What follows belongs to an exercise in optimizing a design on an open flow for small area and a short achievable clock period; a production flow would make more cautious choices.
Only the layout flow was run in this run; the RTL was not checked for function there.
No activity file was given, so power comes from the tool's default toggle rates.

### design/flow/run.sh
#!/bin/bash
# synth_recipe.tcl (not shown) runs the flow's synth.tcl, then flattens the netlist and writes it again
# the make line also repeats each setting of config.mk as NAME=value (left out here)
make -C /OpenROAD-flow-scripts/flow DESIGN_CONFIG=/design/flow/config.mk WORK_HOME=/design/flow/orfs CLKGATE_MAP_FILE= SYNTH_SCRIPT=/design/flow/synth_recipe.tcl finish
### design/flow/config.mk
export PLATFORM = sky130hd
export DESIGN_NAME = wavegen_core
export DESIGN_NICKNAME = wavegen_core
export VERILOG_FILES = /design/flow/design.v
export SDC_FILE = /design/flow/constraint.sdc
export NUM_CORES = 4
export LEC_CHECK = 0
export CAP_MARGIN = 30
export CORE_MARGIN = 2
export CORE_UTILIZATION = 50
export PLACE_DENSITY = 0.6
export SLEW_MARGIN = 45
### design/flow/constraint.sdc
create_clock -name core_clock -period 7.0 [get_ports {clk}]
set_input_delay 1.4000 -clock core_clock [delete_from_list [all_inputs] [get_ports {clk}]]
set_output_delay 1.4000 -clock core_clock [all_outputs]
set_load 0.01 [all_outputs]
### design/flow/design.v
module onchip_16_pulse (
	address,
	clock,
	data,
	wren,
	q);
	input	[4:0]  address;
	input	  clock;
	input	[31:0]  data;
	input	  wren;
	output	[31:0]  q;
	reg [31:0] ram [0:31];
	reg [31:0] rd;
	reg [31:0] q;
	always @ (posedge clock) begin
		if (wren)
			ram[address] <= data;
		rd <= wren ? data : ram[address];
		q  <= rd;
	end
endmodule
module streamer16p
(
	iNRST,
	iCLK,
	iENABLE,
	iTIME_COUNTER,
	iCTRL_MODE,
    iDATA_CHANNEL,
	iDATA_TIME,
	iDATA_CH_VAL,
	iFLAG_T_EDGE_CATCH,
	iFLAG_V_EDGE_CATCH,
	oWAVEFORM
);
parameter M_IDLE           = 8'h00; 
parameter M_SET_PERIOD     = 8'h01; 
parameter M_SET_CH_WAVE    = 8'h02;
parameter M_SET_CH_INIT    = 8'h03; 
parameter M_SET_CH_VAL     = 8'h04; 
parameter M_SET_SPL_RATE   = 8'h05;
parameter M_CMD_ARM        = 8'h80; 
parameter M_CMD_TO_INIT    = 8'h81; 
parameter M_CMD_RESET_TIME = 8'h82; 
parameter M_CMD_RESET_DEV  = 8'hFF;  
parameter             ID     = 8'd1;
input                 iNRST;
input                 iCLK;
input                 iENABLE;
input [32-1:0]   iTIME_COUNTER;
input [7:0]           iCTRL_MODE;
input [1:0]           iFLAG_T_EDGE_CATCH;
input [1:0]           iFLAG_V_EDGE_CATCH;
input [7:0]           iDATA_CHANNEL;
input [32-1:0]   iDATA_TIME;
input                 iDATA_CH_VAL;
output                oWAVEFORM;
wire [32-1:0]    TimeToChange;
wire                  IsThis;
reg [1:0]             WrEn, WrEn_next;
reg                   InitQ, InitQ_next;
reg                   Q, Q_next;
reg [4:0] Index;
reg [4:0] IndexMax, IndexMax_next;
reg [4:0] IndexR, IndexR_next;
reg [4:0] IndexW, IndexW_next;
onchip_16_pulse mem(
   .address(Index),
   .clock(iCLK),
   .data(iDATA_TIME),
   .wren(|WrEn),
   .q(TimeToChange)
);
assign                oWAVEFORM = Q;
assign                IsThis = (iDATA_CHANNEL==ID);
reg [2:0] Idx_R_State, Idx_R_State_next;
reg       ToInvert, ToInvert_next;
parameter IDX_R_ST_IDLE      = 3'd0;
parameter IDX_R_ST_SET       = 3'd1;
parameter IDX_R_ST_TO_CHANGE = 3'd2;
parameter IDX_R_ST_BUF0      = 3'd3;
parameter IDX_R_ST_BUF1      = 3'd4;
parameter IDX_R_ST_BUF2      = 3'd5;
always @ (*) begin
	if(IsThis && iCTRL_MODE==M_SET_CH_WAVE) begin
		Index = IndexW;
		if(iFLAG_T_EDGE_CATCH==2'b01) begin  
			WrEn_next = 2'd1;
			IndexMax_next = IndexW;
		end
		else begin
			WrEn_next = WrEn + (WrEn!=0); 
			IndexMax_next = IndexMax;
		end
		if(iFLAG_T_EDGE_CATCH==2'b10) 
			IndexW_next = IndexW + 1'b1;
		else 
			IndexW_next = IndexW;
	end
	else begin
		Index = IndexR;
		WrEn_next = WrEn + (WrEn!=0);
		IndexW_next = 0;
		IndexMax_next = IndexMax;
	end
	if(IsThis && iCTRL_MODE==M_SET_CH_INIT && iFLAG_V_EDGE_CATCH==2'b01)
		InitQ_next = iDATA_CH_VAL;
	else
		InitQ_next = InitQ;
	if(iCTRL_MODE == M_CMD_TO_INIT || iCTRL_MODE == M_CMD_ARM)
		Q_next = InitQ;
	else if(IsThis && iCTRL_MODE==M_SET_CH_VAL && iFLAG_V_EDGE_CATCH==2'b01)
		Q_next = iDATA_CH_VAL;
	else if(ToInvert)
		Q_next = !Q;
	else
		Q_next = Q;
	case(Idx_R_State)
		IDX_R_ST_IDLE:      Idx_R_State_next = (iCTRL_MODE != M_IDLE)?        IDX_R_ST_SET:
											   (iTIME_COUNTER==TimeToChange)? IDX_R_ST_TO_CHANGE :
											                                  IDX_R_ST_IDLE;
		IDX_R_ST_SET:       Idx_R_State_next = (iCTRL_MODE != M_IDLE)?        IDX_R_ST_SET : 
																			  IDX_R_ST_IDLE;
		IDX_R_ST_TO_CHANGE: Idx_R_State_next = IDX_R_ST_BUF0;
		IDX_R_ST_BUF0:      Idx_R_State_next = IDX_R_ST_BUF1;
		IDX_R_ST_BUF1:      Idx_R_State_next = IDX_R_ST_IDLE;
		IDX_R_ST_BUF2:      Idx_R_State_next = IDX_R_ST_IDLE;
		default:            Idx_R_State_next = IDX_R_ST_IDLE;
	endcase
	case(Idx_R_State)
		IDX_R_ST_IDLE:      IndexR_next = IndexR;
		IDX_R_ST_SET:       IndexR_next = IndexMax;
		IDX_R_ST_TO_CHANGE: IndexR_next = (IndexR==0)? IndexMax:IndexR-1'b1;
		IDX_R_ST_BUF0:      IndexR_next = IndexR;
		IDX_R_ST_BUF1:      IndexR_next = IndexR;
		IDX_R_ST_BUF2:      IndexR_next = IndexR;
		default:            IndexR_next = IndexR;
	endcase
	ToInvert_next = (Idx_R_State==IDX_R_ST_TO_CHANGE);
end
always @ (negedge iNRST or posedge iCLK)begin
	if(!iNRST) begin
		IndexMax <= 0;
		IndexR   <= 0;
		IndexW   <= 0;
		WrEn     <= 2'd0;
		InitQ    <= 1'b0;
		Q        <= 1'b0;
		Idx_R_State <= IDX_R_ST_IDLE;
		ToInvert <= 1'b0;
	end
	else begin
		IndexMax <= IndexMax_next;
		IndexR   <= IndexR_next;
		IndexW   <= IndexW_next;
		WrEn     <= WrEn_next;
		InitQ    <= InitQ_next;
		Q        <= Q_next;
		Idx_R_State <= Idx_R_State_next;
		ToInvert <= ToInvert_next;
	end
end
endmodule
module SEQ_WAVE_GEN(
	iNRST,
	iCLK,
	iCTRL_MODE,
	iFLAG_TIME_READY,
	iFLAG_CH_VAL_READY,
	iDATA_CHANNEL,
	iDATA_TIME,
	iDATA_CH_VAL,
	iTRIG,
	oWAVEFORM,
	oTRIG_SYNC,
	oOUTPUT_CLK_RESET,
	oARMED
	,oTEST
);
parameter M_IDLE           = 8'h00; 
parameter M_SET_PERIOD     = 8'h01; 
parameter M_SET_CH_WAVE    = 8'h02;
parameter M_SET_CH_INIT    = 8'h03; 
parameter M_SET_CH_VAL     = 8'h04; 
parameter M_SET_SPL_RATE   = 8'h05;
parameter M_CMD_ARM        = 8'h80; 
parameter M_CMD_TO_INIT    = 8'h81; 
parameter M_CMD_RESET_TIME = 8'h82; 
parameter M_CMD_RESET_DEV  = 8'hFF;  
input                 iNRST;
input                 iCLK;
input [7:0]           iCTRL_MODE;
input                 iFLAG_TIME_READY;
input                 iFLAG_CH_VAL_READY;
input [7:0]           iDATA_CHANNEL;
input [32-1:0]   iDATA_TIME;
input                 iDATA_CH_VAL;
input                 iTRIG;
output [7:0]          oWAVEFORM;
output                oTRIG_SYNC;
output                oOUTPUT_CLK_RESET;
output                oARMED;
output [3:0]          oTEST;
reg [3:0]             CounterState, CounterState_next;
reg [32-1:0]     TimeCounter, TimeCounter_next;
reg [32-1:0]     Period, Period_next;
reg [1:0]             TrigEdgeCatch, TrigEdgeCatch_next;
reg [7:0]             OutputSyncTrig, OutputSyncTrig_next;
reg [1:0]             FlagTEdgeCatch, FlagTEdgeCatch_next;  
reg [1:0]             FlagVEdgeCatch, FlagVEdgeCatch_next;  
wire                  Armed;
streamer16p streamer0(
   .iCLK (iCLK),
   .iNRST(iNRST),
   .iENABLE(1'b1),
   .iTIME_COUNTER (TimeCounter),
   .iCTRL_MODE    (iCTRL_MODE),
   .iDATA_CHANNEL (iDATA_CHANNEL),
   .iDATA_TIME    (iDATA_TIME),
   .iDATA_CH_VAL  (iDATA_CH_VAL),
   .iFLAG_T_EDGE_CATCH(FlagTEdgeCatch),
   .iFLAG_V_EDGE_CATCH(FlagVEdgeCatch),
   .oWAVEFORM     (oWAVEFORM[0])
);
defparam streamer0.ID  = 8'd0;
streamer16p streamer1(
   .iCLK (iCLK),
   .iNRST(iNRST),
   .iENABLE(1'b1),
   .iTIME_COUNTER (TimeCounter),
   .iCTRL_MODE    (iCTRL_MODE),
   .iDATA_CHANNEL (iDATA_CHANNEL),
   .iDATA_TIME    (iDATA_TIME),
   .iDATA_CH_VAL  (iDATA_CH_VAL),
   .iFLAG_T_EDGE_CATCH(FlagTEdgeCatch),
   .iFLAG_V_EDGE_CATCH(FlagVEdgeCatch),
   .oWAVEFORM     (oWAVEFORM[1])
);
defparam streamer1.ID  = 8'd1;
streamer16p streamer2(
   .iCLK (iCLK),
   .iNRST(iNRST),
   .iENABLE(1'b1),
   .iTIME_COUNTER (TimeCounter),
   .iCTRL_MODE    (iCTRL_MODE),
   .iDATA_CHANNEL (iDATA_CHANNEL),
   .iDATA_TIME    (iDATA_TIME),
   .iDATA_CH_VAL  (iDATA_CH_VAL),
   .iFLAG_T_EDGE_CATCH(FlagTEdgeCatch),
   .iFLAG_V_EDGE_CATCH(FlagVEdgeCatch),
   .oWAVEFORM     (oWAVEFORM[2])
);
defparam streamer2.ID  = 8'd2;
streamer16p streamer3(
   .iCLK (iCLK),
   .iNRST(iNRST),
   .iENABLE(1'b1),
   .iTIME_COUNTER (TimeCounter),
   .iCTRL_MODE    (iCTRL_MODE),
   .iDATA_CHANNEL (iDATA_CHANNEL),
   .iDATA_TIME    (iDATA_TIME),
   .iDATA_CH_VAL  (iDATA_CH_VAL),
   .iFLAG_T_EDGE_CATCH(FlagTEdgeCatch),
   .iFLAG_V_EDGE_CATCH(FlagVEdgeCatch),
   .oWAVEFORM     (oWAVEFORM[3])
);
defparam streamer3.ID  = 8'd3;
streamer16p streamer4(
   .iCLK (iCLK),
   .iNRST(iNRST),
   .iENABLE(1'b1),
   .iTIME_COUNTER (TimeCounter),
   .iCTRL_MODE    (iCTRL_MODE),
   .iDATA_CHANNEL (iDATA_CHANNEL),
   .iDATA_TIME    (iDATA_TIME),
   .iDATA_CH_VAL  (iDATA_CH_VAL),
   .iFLAG_T_EDGE_CATCH(FlagTEdgeCatch),
   .iFLAG_V_EDGE_CATCH(FlagVEdgeCatch),
   .oWAVEFORM     (oWAVEFORM[4])
);
defparam streamer4.ID  = 8'd4;
streamer16p streamer5(
   .iCLK (iCLK),
   .iNRST(iNRST),
   .iENABLE(1'b1),
   .iTIME_COUNTER (TimeCounter),
   .iCTRL_MODE    (iCTRL_MODE),
   .iDATA_CHANNEL (iDATA_CHANNEL),
   .iDATA_TIME    (iDATA_TIME),
   .iDATA_CH_VAL  (iDATA_CH_VAL),
   .iFLAG_T_EDGE_CATCH(FlagTEdgeCatch),
   .iFLAG_V_EDGE_CATCH(FlagVEdgeCatch),
   .oWAVEFORM     (oWAVEFORM[5])
);
defparam streamer5.ID  = 8'd5;
streamer16p streamer6(
   .iCLK (iCLK),
   .iNRST(iNRST),
   .iENABLE(1'b1),
   .iTIME_COUNTER (TimeCounter),
   .iCTRL_MODE    (iCTRL_MODE),
   .iDATA_CHANNEL (iDATA_CHANNEL),
   .iDATA_TIME    (iDATA_TIME),
   .iDATA_CH_VAL  (iDATA_CH_VAL),
   .iFLAG_T_EDGE_CATCH(FlagTEdgeCatch),
   .iFLAG_V_EDGE_CATCH(FlagVEdgeCatch),
   .oWAVEFORM     (oWAVEFORM[6])
);
defparam streamer6.ID  = 8'd6;
streamer16p streamer7(
   .iCLK (iCLK),
   .iNRST(iNRST),
   .iENABLE(1'b1),
   .iTIME_COUNTER (TimeCounter),
   .iCTRL_MODE    (iCTRL_MODE),
   .iDATA_CHANNEL (iDATA_CHANNEL),
   .iDATA_TIME    (iDATA_TIME),
   .iDATA_CH_VAL  (iDATA_CH_VAL),
   .iFLAG_T_EDGE_CATCH(FlagTEdgeCatch),
   .iFLAG_V_EDGE_CATCH(FlagVEdgeCatch),
   .oWAVEFORM     (oWAVEFORM[7])
);
defparam streamer7.ID  = 8'd7;
parameter CNT_ST_IDLE                  = 4'd0;
parameter CNT_ST_ARMED                 = 4'd1; 
parameter CNT_ST_ARMED_CAUGHT_TRIG     = 4'd2;
parameter CNT_ST_RUN                   = 4'd4;
parameter CNT_ST_PERIODIC_RUN          = 4'd5;
parameter CNT_ST_PERIODIC_ZEROING      = 4'd7;
parameter TimeCounterMax = 32'hFFFFFFFF;
assign oTRIG_SYNC        = (CounterState == CNT_ST_ARMED_CAUGHT_TRIG);
assign oOUTPUT_CLK_RESET = (CounterState == CNT_ST_ARMED_CAUGHT_TRIG);
assign oARMED = Armed;
assign Armed = (CounterState==CNT_ST_ARMED);
assign oTEST = CounterState;
always @ (*) begin
	case(CounterState)
		CNT_ST_IDLE: begin
			CounterState_next = (iCTRL_MODE==M_CMD_ARM)?         CNT_ST_ARMED : CounterState;
		end
		CNT_ST_ARMED: begin
			CounterState_next = (iCTRL_MODE!=M_IDLE && iCTRL_MODE!=M_CMD_ARM)? CNT_ST_IDLE :
                                (TrigEdgeCatch==2'b01)?                        CNT_ST_ARMED_CAUGHT_TRIG : CNT_ST_ARMED;
		end
		CNT_ST_ARMED_CAUGHT_TRIG: begin
			CounterState_next = (OutputSyncTrig != 8'd127)? CNT_ST_ARMED_CAUGHT_TRIG:
								(Period!=0)?                CNT_ST_PERIODIC_RUN : CNT_ST_RUN;
		end
		CNT_ST_RUN: begin
			CounterState_next = (iCTRL_MODE!=M_IDLE)?            CNT_ST_IDLE :
                                (TimeCounter==TimeCounterMax-1)? CNT_ST_IDLE : CNT_ST_RUN;
		end
		CNT_ST_PERIODIC_RUN: begin
			CounterState_next = (iCTRL_MODE!=M_IDLE) ?           CNT_ST_IDLE :
				                (TimeCounter==Period)?           CNT_ST_PERIODIC_ZEROING : CNT_ST_PERIODIC_RUN;
		end
		CNT_ST_PERIODIC_ZEROING: begin
			CounterState_next = CNT_ST_PERIODIC_RUN;
		end
		default:
			CounterState_next = CNT_ST_IDLE;
	endcase
	case(CounterState)
		CNT_ST_ARMED:		            OutputSyncTrig_next = 8'd0;
		CNT_ST_ARMED_CAUGHT_TRIG:       OutputSyncTrig_next = OutputSyncTrig + 1'b1;
		default:                        OutputSyncTrig_next = 8'd0;
	endcase
	case(CounterState)
		CNT_ST_IDLE:                    TimeCounter_next = TimeCounterMax;
		CNT_ST_ARMED:                   TimeCounter_next = TimeCounterMax;
		CNT_ST_ARMED_CAUGHT_TRIG:       TimeCounter_next = 1;
		CNT_ST_RUN:                     TimeCounter_next = TimeCounter + 1'b1;
		CNT_ST_PERIODIC_RUN:            TimeCounter_next = TimeCounter + 1'b1;
		CNT_ST_PERIODIC_ZEROING:        TimeCounter_next = 1;
		default:                        TimeCounter_next = TimeCounterMax;
	endcase
	TrigEdgeCatch_next   = {TrigEdgeCatch[0],   iTRIG};
	FlagTEdgeCatch_next  = {FlagTEdgeCatch[0],  iFLAG_TIME_READY};
	FlagVEdgeCatch_next  = {FlagVEdgeCatch[0],  iFLAG_CH_VAL_READY};
	if(iCTRL_MODE==M_SET_PERIOD && FlagTEdgeCatch==2'b01)
		Period_next = iDATA_TIME;
	else
		Period_next = Period;
end
always @ (negedge iNRST or posedge iCLK) begin
	if(!iNRST) begin
		CounterState   <= CNT_ST_IDLE;
		TimeCounter    <= TimeCounterMax;
		Period         <= 32'd0;
		TrigEdgeCatch  <= 2'b00;
		FlagTEdgeCatch <= 2'b00;
		FlagVEdgeCatch <= 2'b00;
		OutputSyncTrig <= 8'd0;
	end
	else begin
		CounterState   <= CounterState_next;
		TimeCounter    <= TimeCounter_next;
		Period         <= Period_next;
		TrigEdgeCatch  <= TrigEdgeCatch_next;
		FlagTEdgeCatch <= FlagTEdgeCatch_next;
		FlagVEdgeCatch <= FlagVEdgeCatch_next;
		OutputSyncTrig <= OutputSyncTrig_next;
	end
end
endmodule
module wavegen_core(
	input         clk,
	input         rst_n,
	input  [7:0]  mode,
	input         flag_time,
	input         flag_val,
	input  [7:0]  channel,
	input  [31:0] data_time,
	input         data_val,
	input         trig,
	output [7:0]  waveform,
	output        trig_sync,
	output        armed,
	output [3:0]  state
);
reg  [7:0]         Mode;
reg                FlagTimeReady;
reg                FlagChValueReady;
reg  [7:0]         DataChannel;
reg  [31:0]        DataTime;
reg                DataChValue;
always @ (posedge clk or negedge rst_n) begin
	if (!rst_n)begin
		Mode          <= 8'h00;
		FlagTimeReady <= 1'b0;
		FlagChValueReady <= 1'b0;
		DataChannel   <= 8'h00;
		DataTime      <= 32'h00000000;
		DataChValue   <= 1'b0;
	end
	else begin
		Mode             <= mode;
		FlagTimeReady    <= flag_time;
		FlagChValueReady <= flag_val;
		DataChannel      <= channel;
		DataTime         <= data_time;
		DataChValue      <= data_val;
	end
end
SEQ_WAVE_GEN seq_wave_gen0(
	.iNRST    (rst_n),
	.iCLK     (clk),
	.iTRIG    (trig),
	.iCTRL_MODE        (Mode),
	.iFLAG_TIME_READY  (FlagTimeReady),
	.iFLAG_CH_VAL_READY(FlagChValueReady),
	.iDATA_CHANNEL     (DataChannel),
	.iDATA_TIME        (DataTime),
	.iDATA_CH_VAL      (DataChValue),
	.oWAVEFORM (waveform),
	.oTRIG_SYNC(trig_sync),
	.oOUTPUT_CLK_RESET(),
	.oARMED(armed)
	,.oTEST(state)
);
endmodule
==> flow_summary_export.csv <==
group,metric,value,unit
placement,gp_congestion,0.8513,
synthesis,yosys.area_share.simple,0.02998,
critical_path,critical_path.top_delay_family,"buffers and inverters",
sta,finalHoldViolCount,0,
critical_path,cp_slowest_cell,"or3b_2",
sta,setup_viol,0,
synthesis,syn_area,338800,um^2
flow_run,cap_violations,0,
clocking,clk_latency,1.17,ns
critical_path,cp-end-kind,"output pin",
synthesis,syn_avg_cell_area,20.89,um^2
pwr,ir_worst_vdd,0.0003121,V
sta,worst_pin_slew,0.9877,ns
pwr,powerDensity,285.6,nW/um^2
sta,fmax,0.2221,GHz
synthesis,synth_compound_area_frac,0.02433,
detailed_routing,viasPerCell,6.332,
critical_path,criticalPathCategory,"flop to output pin",
clocking,root_buffer,"clkbuf_16",
placement,dpl.hpwl,545200,um
final_layout,instances_no_fill,26670,
sta,clock_skew,0.06259,ns
synthesis,synthCells,16220,
global_route,grt_max_degree,126,
synthesis,syn-num-nets,16310,
synthesis,ys.flop_type,"edfxtp_1",
clocking,numCtsBuffers,873,
detailed_routing,drcViolationCount,0,
clocking,cts_resized,0,
detailed_routing,drt-wirelength-per-cell,34.39,um
synthesis,async_flop_share,0.03589,
placement,dp_cells,24980,
pwr,fin_total_pwr,110.4,mW
synthesis,ys_seq_area_frac,0.7670,
final_layout,final_nets,17020,
synthesis,synth_edf_count,8192,
clocking,cts_htree_levels,6,
final_layout,fin_area,386700,um^2
synthesis,yosysWarnings,11,
floorplan,chipHeight,827.2,um
final_layout,drive_above_1_share,0.2886,
global_route,grt_overflow,0,
final_layout,synthToLayoutAreaGrowth,14.12,%
clocking,clk_pin_slew_worst_paths,0.06,ns
placement,postPlaceCellArea,357800,um^2
clocking,post_cts_buffers,0,
sta,setup_tns,0,ns
detailed_routing,vias,168900,
clocking,cts_tree,"done",
critical_path,path_max_fanout,11,
outcome,status,"no timing/DRC/antenna violations",
floorplan,core,675600,um^2
sta,final_max_slew_viol_count,0,
synthesis,synth_mux_area_frac,0.1563,
detailed_routing,drt_iter0_markers,22260,
sta,fin_crit_sh,0.6432,
synthesis,synth-seq-cells,8804,
synthesis,ys_types,60,
pwr,leakage,119.0,nW
critical_path,critPathLaunchType,"flop",
clocking,hold_buffers,0,
floorplan,io_pins,68,
detailed_routing,ant_nets,0,
sta,rsz0062_at_grt,"false",
global_route,grt_antenna_before_repair,33,
global_route,grt_pass1_wl,1283000,um
placement,port_buffers,66,
detailed_routing,first_pass_iters,8,
floorplan,rows,302,
critical_path,r2r_slack,2.52,ns
synthesis,synth_xor_area_frac,0.009564,
min_path,min_path_type,"primary input to async pin",
clocking,clockBufferDepth,4,
synthesis,synthAdderAreaFrac,0.001292,
floorplan,die_width,827.2,um
critical_path,arrival,3.10,ns
synthesis,synth_top_family_by_area,"multiplexers",
global_route,grt.total_usage,0.2640,
critical_path,required,5.60,ns
floorplan,dieArea,684300,um^2
floorplan,start_util,0.5015,
critical_path,critPathMaxStageDelay,0.63,ns
critical_path,crit_chain,"or3b_2, inv_1, clkdlybuf4s50_1",
global_route,first_global_vias,165200,
clocking,cts.sinks,8804,
critical_path,path_buf_inv,2,
detailed_routing,wirelength,917300,um
final_layout,n_fill_cell,49450,
sta,period_needed,4.502,ns
sta,slew_headroom,0.3416,
[layer usage]
metal	up-vias	part of all wire	track usage
met4	2	0.031	0.07328
li1	68620	-	-
met2	7754	0.47	0.4091
met5	-	0.000014	0
met3	1203	0.087	0.04739
met1	91310	0.41	0.3911
[worst reg2reg max path, stage by stage (launching register included)]
cell      delay [ns]
dfrtp_1         0.39
or4_1           0.75
nor3_4          0.54
nand4_1         0.47
buf_4           0.37
clkbuf_8        0.40
o21ai_4         0.78
buf_4           0.43
[logic make-up after synthesis]
kind of cell / after synthesis
compound gates: 1205
xor+xnor: 370
fa+ha+maj: 35
buf+inv: 1016
flops: 8804
mux: 2654
other cells: 1
simple gates: 2136
[cells in the mapped netlist, drive strengths merged, types with 4 or more instances]
library cell,n,area share
edfxtp,8192,0.73
mux4,2048,0.14
nand2,1157,0.013
mux2,605,0.020
clkbuf,591,0.0065
a221oi,512,0.013
a21oi,414,0.0061
buf,373,0.0045
dfxtp,296,0.017
or3,296,0.0055
dfrtp,284,0.021
xor2,211,0.0055
nor2,192,0.0022
o21ai,178,0.0026
xnor2,159,0.0041
nand4,109,0.0020
nor4,73,0.0016
nand3,69,0.0010
inv,52,0.00058
nand3b,47,0.0010
nor3,39,0.00059
ha,35,0.0013
dfstp,32,0.0025
or3b,30,0.00078
nand2b,23,0.00042
nor3b,21,0.00047
nor2b,19,0.00035
and3,17,0.00031
a21o,15,0.00033
a31oi,15,0.00028
or2,13,0.00024
a211oi,12,0.00027
and3b,12,0.00031
o21a,12,0.00027
o31ai,12,0.00027
and2,11,0.00020
o211ai,8,0.00018
a32o,7,0.00021
a22o,6,0.00016
o221a,6,0.00020
o41ai,4,0.00010
[worst paths after layout]
check,startpoint,to,cells past startpoint
min in group core_clock,FlagTimeReady,seq_wave_gen0.FlagTEdgeCatch[0],0
max,seq_wave_gen0.CounterState[2],trig_sync,3
max in group asynchronous,rst_n,seq_wave_gen0.TimeCounter[0],3
min,rst_n,seq_wave_gen0.streamer3.IndexR[3],1
max reg2reg,Mode[5],seq_wave_gen0.streamer2.mem.ram[14][21],7
min reg2reg,FlagTimeReady,seq_wave_gen0.FlagTEdgeCatch[0],0
[cells in the final DEF, fill, tap and decap left out, drive strengths merged, types with 15 or more instances in the layout]
cell type and count:
a221oi 512, a21oi 414, nand4 109, edfxtp 8192
bufinv 53, ha 35, nand2b 23, xnor2 159
nor4 73, a21o 15, mux4 2048, clkinv 342
nor2 192, or3b 30, xor2 211, nor3b 21
o21ai 178, nor2b 19, buf 709, nand3 69
inv 87, clkinvlp 20, dfrtp 284, clkdlybuf4s50 65
a31oi 15, and3 17, diode 22, dfxtp 296
or3 296, dfstp 32, clkbuf 1194, nor3 39
mux2 605, nand2 1157, nand3b 47
[stage by stage]
stage,utilization,worst slack [ns],hold WS (ns)
after floorplan,-,2.028,0.3312
after global placement,0.5252,2.196,0.3378
after detailed placement,0.5297,2.642,0.3548
after CTS,0.5710,2.383,0.1873
after global routing,0.5722,2.411,0.2255
final,0.5723,2.498,0.2394
[layout make-up]
cell class / count / area (um^2) / area share
sequential: 8804 / 260100 / 0.6728
timing repair buffer: 795 / 8770 / 0.02268
clock buffer: 1178 / 23820 / 0.06160
multi-input combinational: 6401 / 78340 / 0.2026
inverter: 52 / 195.2 / 0.0005048
antenna: 22 / 55.05 / 0.0001424
clock inverter: 450 / 4138 / 0.01070
tap: 8968 / 11220 / 0.02902
[flip-flops by register name, indices dropped and copies added (netlist names), 1024 cells and up, named ones only]
register,cells
seq_wave_gen0.streamer0.mem.ram,1024
seq_wave_gen0.streamer1.mem.ram,1024
seq_wave_gen0.streamer2.mem.ram,1024
seq_wave_gen0.streamer3.mem.ram,1024
seq_wave_gen0.streamer4.mem.ram,1024
seq_wave_gen0.streamer5.mem.ram,1024
seq_wave_gen0.streamer6.mem.ram,1024
seq_wave_gen0.streamer7.mem.ram,1024
[power by group]
| group | switching (mW) | internal [mW] |
|---|---|---|
| registers | 0.757 | 58.8 |
| clock network | 20.0 | 25.8 |
| logic | 3.28 | 1.75 |

## separate check: timing with driven ports
How much do the figures lean on ideal ports? The routed layout below was timed once more, with nothing changed but the port constraints. Step 1 sets driving cells, clkbuf_16 on the clock port and buf_2 on the other inputs (assumed; they add their load-dependent delay and slew). Step 2 also shifts input and output timing later by t, the mid clock arrival at the registers, as if the neighbouring blocks saw the same clock. Slacks: ideal ports / drivers / drivers and shift; pairs: ideal ports / drivers.
shift t [ns]: 1.271
setup WS [ns]: 2.498 / 2.367 / 2.518
worst data-port slew with drivers (ns): 0.06
After both steps setup and hold are still met in this run. The setup slack of this run moves by -0.131 ns with the drivers and by +0.020 ns with both steps.
